What follows belongs to an exercise in optimizing a design on an open flow for small area; a production flow would make more cautious choices. Where RTL was checked, it was by simulation tests only, not by an equivalence proof against the original. No driver is modelled on the clock port, so clocking that relies on it looks cheaper here than on a real chip. Power figures rest on the tool's default switching activity, not on a simulated workload.

==> v2: inputs <==
==> flow/design.v <==
module FA (
  input a,
  input b,
  input ci,
  output s,
  output co
);
  assign s = a ^ b ^ ci;
  assign co = (a & b) | (a & ci) | (b & ci);
endmodule
module HA (
  input a,
  input b,
  output s,
  output co
);
  assign s = a ^ b;
  assign co = a & b;
endmodule
module firFilter(dataOut1,r_out,dataIn1,rIn1, clk, rst, enable);
input clk,rst,enable;
output [16-1:0]dataOut1;
output r_out;
input [16-1:0]dataIn1;
input rIn1;
localparam L = 9;
reg mR;                      
reg [2:0] n;                 
reg [15:0] x, a1, o;         
reg [15:2] a2;               
wire [1:0] a2l = {d[1] ^ d[0], d[0]};
reg [13:0] d;                
reg c2, c1, co;              
always @(posedge clk) begin
  if (rst) begin
    mR <= 1'b0;
    n  <= 3'd0;
  end else if (enable) begin
    mR <= rIn1;
    n  <= {mR & n[1] & ~n[0], mR & (n[1] | n[0]), mR & ~n[1]};
  end
end
wire [15:0] s3;              
wire [15:0] k3;              
wire [15:2] a2n;
wire [15:0] a2c;             
genvar i;
generate
  for (i = 2; i <= 14; i = i + 1) begin : csa
    FA u (.a(d[i-2]), .b(x[i-1]), .ci(x[i]), .s(s3[i]), .co(k3[i+1]));
  end
endgenerate
assign s3[15] = d[13] ^ x[14] ^ x[15];
assign a2c[1] = x[1] & x[0];
HA a2h2 (.a(s3[2]), .b(a2c[1]), .s(a2n[2]), .co(a2c[2]));
generate
  for (i = 3; i < L; i = i + 1) begin : a2lo
    FA u (.a(s3[i]), .b(k3[i]), .ci(a2c[i-1]), .s(a2n[i]), .co(a2c[i]));
  end
endgenerate
HA a2hL (.a(s3[L]), .b(k3[L]), .s(a2n[L]), .co(a2c[L]));
generate
  for (i = L + 1; i <= 14; i = i + 1) begin : a2hi
    FA u (.a(s3[i]), .b(k3[i]), .ci(a2c[i-1]), .s(a2n[i]), .co(a2c[i]));
  end
endgenerate
assign a2n[15] = s3[15] ^ k3[15] ^ a2c[14];
wire [15:0] a1n;
wire [15:0] a1c;
assign a1n[0] = a2l[0];
HA a1h1 (.a(a2l[1]), .b(x[0]), .s(a1n[1]), .co(a1c[1]));
generate
  for (i = 2; i < L; i = i + 1) begin : a1lo
    FA u (.a(a2[i]), .b(x[i-1]), .ci(a1c[i-1]), .s(a1n[i]), .co(a1c[i]));
  end
endgenerate
FA a1fL (.a(a2[L]), .b(x[L-1]), .ci(c2), .s(a1n[L]), .co(a1c[L]));
generate
  for (i = L + 1; i <= 14; i = i + 1) begin : a1hi
    FA u (.a(a2[i]), .b(x[i-1]), .ci(a1c[i-1]), .s(a1n[i]), .co(a1c[i]));
  end
endgenerate
assign a1n[15] = a2[15] ^ x[14] ^ a1c[14];
wire [15:0] on;
wire [15:0] oc;
HA oh0 (.a(a1[0]), .b(x[0]), .s(on[0]), .co(oc[0]));
generate
  for (i = 1; i < L; i = i + 1) begin : olo
    FA u (.a(a1[i]), .b(x[i]), .ci(oc[i-1]), .s(on[i]), .co(oc[i]));
  end
endgenerate
FA ofL (.a(a1[L]), .b(x[L]), .ci(c1), .s(on[L]), .co(oc[L]));
generate
  for (i = L + 1; i <= 14; i = i + 1) begin : ohi
    FA u (.a(a1[i]), .b(x[i]), .ci(oc[i-1]), .s(on[i]), .co(oc[i]));
  end
endgenerate
assign on[15] = a1[15] ^ x[15] ^ oc[14];
always @(posedge clk) begin
  if (enable) begin
    x  <= dataIn1;
    d  <= x[13:0];
    a2 <= a2n;
    c2 <= a2c[L-1];
    a1 <= a1n;
    c1 <= a1c[L-1];
    o  <= on;
    co <= oc[L-1];
  end
end
wire [15:0] inc;             
assign inc[L] = co;
generate
  for (i = L; i <= 14; i = i + 1) begin : oinc
    HA u (.a(o[i]), .b(inc[i]), .s(dataOut1[i]), .co(inc[i+1]));
  end
endgenerate
assign dataOut1[15] = o[15] ^ inc[15];
assign dataOut1[L-1:0] = o[L-1:0];
assign r_out = n[2];
endmodule
==> flow/flow/run.sh <==
#!/bin/bash
# The standard layout, with three changes: the smallest buffer (buf_1) on
# every input and output port, no dummy loads in the clock tree, and the clock
# tree's leaf buffers downsized where the flip-flop clock-pin slew allows.
set -euo pipefail
export BUFFER_PORTS_ARGS="-buffer_cell sky130_fd_sc_hd__buf_1"
export CTS_ARGS="-sink_clustering_enable -repair_clock_nets -dont_use_dummy_load"
export POST_CTS_TCL="$(pwd)/flow/downsize_clk.tcl"
export SETUP_MOVE_SEQUENCE="unbuffer,sizeup,swap"
export GPL_KEEP_OVERFLOW=0
bash standard.sh finish > standard_finish.log 2>&1
==> flow/flow/downsize_clk.tcl <==
estimate_parasitics -placement
proc clk_pin_slew_max {} {
  set worst 0.0
  foreach p [get_pins -hierarchical */CLK] {
    foreach prop {slew_max_rise slew_max_fall} {
      set s [get_property $p $prop]
      if {$s > $worst} { set worst $s }
    }
  }
  return $worst
}
set slew_limit 0.112
set setup0 [sta::worst_slack_cmd max]
set hold0 [sta::worst_slack_cmd min]
puts "clock downsizing: start slew [clk_pin_slew_max] setup $setup0 hold $hold0"
set sizes {sky130_fd_sc_hd__clkbuf_1 sky130_fd_sc_hd__clkbuf_2 sky130_fd_sc_hd__clkbuf_4 sky130_fd_sc_hd__clkbuf_8 sky130_fd_sc_hd__clkbuf_16}
foreach inst [get_cells clkbuf_*_f_clk] {
  set name [get_full_name $inst]
  set orig [get_property $inst ref_name]
  set idx [lsearch $sizes $orig]
  if {$idx < 0} { continue }
  set best $orig
  for {set i [expr {$idx - 1}]} {$i >= 0} {incr i -1} {
    set cand [lindex $sizes $i]
    replace_cell $inst $cand
    estimate_parasitics -placement
    set sl [clk_pin_slew_max]
    set su [sta::worst_slack_cmd max]
    set ho [sta::worst_slack_cmd min]
    puts "clock downsizing: try $name $cand slew $sl setup $su hold $ho"
    if {$sl <= $slew_limit && $su >= -20e-12 && $ho >= 50e-12} {
      set best $cand
    } else {
      break
    }
  }
  replace_cell $inst $best
  estimate_parasitics -placement
  puts "clock downsizing: $name $orig -> $best"
}
puts "clock downsizing: end slew [clk_pin_slew_max] setup [sta::worst_slack_cmd max] hold [sta::worst_slack_cmd min]"
detailed_placement
check_placement
==> flow/standard.sh <==
#!/bin/bash
# synth_recipe.tcl (not shown) runs the flow's synth.tcl, then flattens the netlist and writes it again
# the make line also repeats each setting of config.mk as NAME=value (left out here)
make -C /OpenROAD-flow-scripts/flow DESIGN_CONFIG=/design/flow/config.mk WORK_HOME=/design/flow/orfs CLKGATE_MAP_FILE= SYNTH_SCRIPT=/design/flow/synth_recipe.tcl "${@:-finish}"
==> flow/config.mk <==
export PLATFORM = sky130hd
export DESIGN_NAME = firFilter
export DESIGN_NICKNAME = firFilter
export VERILOG_FILES = /design/flow/design.v
export SDC_FILE = /design/flow/constraint.sdc
export NUM_CORES = 4
export LEC_CHECK = 0
export CAP_MARGIN = 20
export CORE_MARGIN = 2
export CORE_UTILIZATION = 40
export PLACE_DENSITY = 0.75
export SLEW_MARGIN = 20
export SYNTH_HIERARCHICAL = 1
export SYNTH_MINIMUM_KEEP_SIZE = 0
==> flow/constraint.sdc <==
create_clock -name core_clock -period 4.0 [get_ports {clk}]
set_input_delay 0.8000 -clock core_clock [delete_from_list [all_inputs] [get_ports {clk}]]
set_output_delay 0.8000 -clock core_clock [all_outputs]
set_load 0.01 [all_outputs]
==> v39: changes against v2 <==
--- a/flow/design.v
+++ b/flow/design.v
@@ -23,7 +23,7 @@
 output r_out;
 input [16-1:0]dataIn1;
 input rIn1;
-localparam L = 9;
+localparam L = 8;
 reg mR;                      
 reg [2:0] n;                 
 reg [15:0] x, a1, o;         
@@ -37,7 +37,7 @@
     n  <= 3'd0;
   end else if (enable) begin
     mR <= rIn1;
-    n  <= {mR & n[1] & ~n[0], mR & (n[1] | n[0]), mR & ~n[1]};
+    n  <= !mR ? 3'd0 : n[2] ? 3'd4 : n + 3'd1;
   end
 end
 wire [15:0] s3;              
==> flow/flow/run.sh (replaced) <==
#!/bin/bash
# The standard layout, with two changes: the smallest buffer (buf_1) on
# every input and output port, and no dummy loads in the clock tree.
set -euo pipefail
export BUFFER_PORTS_ARGS="-buffer_cell sky130_fd_sc_hd__buf_1"
export CTS_ARGS="-sink_clustering_enable -repair_clock_nets -dont_use_dummy_load"
bash standard.sh finish > standard_finish.log 2>&1
--- a/flow/config.mk
+++ b/flow/config.mk
@@ -7,8 +7,8 @@
 export LEC_CHECK = 0
 export CAP_MARGIN = 20
 export CORE_MARGIN = 2
-export CORE_UTILIZATION = 40
-export PLACE_DENSITY = 0.75
+export CORE_UTILIZATION = 70
+export PLACE_DENSITY = 0.85
 export SLEW_MARGIN = 20
 export SYNTH_HIERARCHICAL = 1
 export SYNTH_MINIMUM_KEEP_SIZE = 0
removed: flow/flow/downsize_clk.tcl
==> v13: changes against v2 <==
==> flow/design.v, changed modules only <==
module firFilter(dataOut1,r_out,dataIn1,rIn1, clk, rst, enable);
input clk,rst,enable;
output [16-1:0]dataOut1;
output r_out;
input [16-1:0]dataIn1;
input rIn1;
reg mR, rR, a2R, a1R, oR;
reg [15:0] x, a2, a1, o;
reg [13:0] d;                
always @(posedge clk) begin
  if (rst) begin
    mR <= 1'b0; rR <= 1'b0; a2R <= 1'b0; a1R <= 1'b0; oR <= 1'b0;
  end else if (enable) begin
    mR  <= rIn1;
    rR  <= mR;
    a2R <= rR & mR;
    a1R <= a2R & mR;
    oR  <= a1R & mR;
  end
end
always @(posedge clk) begin
  if (enable) begin
    x  <= dataIn1;
    d  <= x[13:0];
    a2 <= {d, 2'b00} + x + {x[14:0], 1'b0};
    a1 <= a2 + {x[14:0], 1'b0};
    o  <= a1 + x;
  end
end
assign r_out = oR;
assign dataOut1 = o;
endmodule
// module FA removed
// module HA removed
==> flow/run.sh (new file) <==
#!/bin/bash
# synth_recipe.tcl (not shown) runs the flow's synth.tcl, then flattens the netlist and writes it again
# the make line also repeats each setting of config.mk as NAME=value (left out here)
make -C /OpenROAD-flow-scripts/flow DESIGN_CONFIG=/design/flow/config.mk WORK_HOME=/design/flow/orfs CLKGATE_MAP_FILE= SYNTH_SCRIPT=/design/flow/synth_recipe.tcl finish
--- a/flow/config.mk
+++ b/flow/config.mk
@@ -8,7 +8,4 @@
 export CAP_MARGIN = 20
 export CORE_MARGIN = 2
 export CORE_UTILIZATION = 40
-export PLACE_DENSITY = 0.75
 export SLEW_MARGIN = 20
-export SYNTH_HIERARCHICAL = 1
-export SYNTH_MINIMUM_KEEP_SIZE = 0
removed: flow/flow/run.sh
removed: flow/flow/downsize_clk.tcl
removed: flow/standard.sh
==> summary of the runs <==
In v13 the synthesized area is higher than in v2, by about 28%.
Combinational power: v2 < v39 < v13.
Via count, highest first: v13, v39, v2.
The highest cell count belongs to v13, the lowest to v39.
==> figures <==
Final Core Density: v13 47.54%; v39 78.29%; v2 45.49%
Sequential-cell power consumption: v13 1.36 mW; v39 1.36 mW; v2 1.37 mW
Total of flip-flops plus latches after synthesis: v13 82; v39 83; v2 83
LEAKAGE: v13 2.141 nW; v39 1.490 nW; v2 1.440 nW
Worst setup slack before clock tree synthesis: v13 1038 ps; v39 -87.29 ps; v2 -101.5 ps
Max incr delay on CP: v13 590 ps; v39 440 ps; v2 450 ps
Run status: v13 no timing/DRC/antenna violations; v39 no timing/DRC/antenna violations; v2 no timing/DRC/antenna violations
Synth-to-layout area growth: v13 16.43%; v39 9.770%; v2 10.15%
Post-synthesis xor/xnor area fraction: v13 6.429%; v39 2.402%; v2 2.415%
Worst hold slack across all endpoints: v13 479.2 ps; v39 499.1 ps; v2 497.7 ps
The RTL of v39 and v13 was laid out without a check of its function.

==> port drivers added, routing unchanged <==
Ports are ideal in the flow. The routed layouts listed here were re-timed in OpenROAD. Step 1 sets driving cells, clkbuf_16 on the clock port and buf_2 on the other inputs (assumed; they add their load-dependent delay and slew). Step 2, shift: input delay + t, output delay - t, t = (earliest + latest rising clock arrival at the registers) / 2. This alone moves slack from input paths to output paths. Three values: ideal ports, drivers, drivers and shift; two values: the first two.
| run | shift t [ns] | setup WS [ns] | latest minus earliest clock arrival (ns) | worst register clock-pin slew, ns | pins driven straight from the clock port |
|---|---|---|---|---|---|
| v2 | 0.361 | 0.093 / 0.093 / 0.093 | 0.028 / 0.029 | 0.10 / 0.10 | 1 |
| v39 | 0.366 | 0.119 / 0.119 / 0.119 | 0.018 / 0.019 | 0.08 / 0.08 | 1 |
| v13 | 0.370 | 1.019 / 1.019 / 1.019 | 0.008 / 0.009 | 0.06 / 0.06 | 1 |
After both steps every run listed still meets setup and hold.
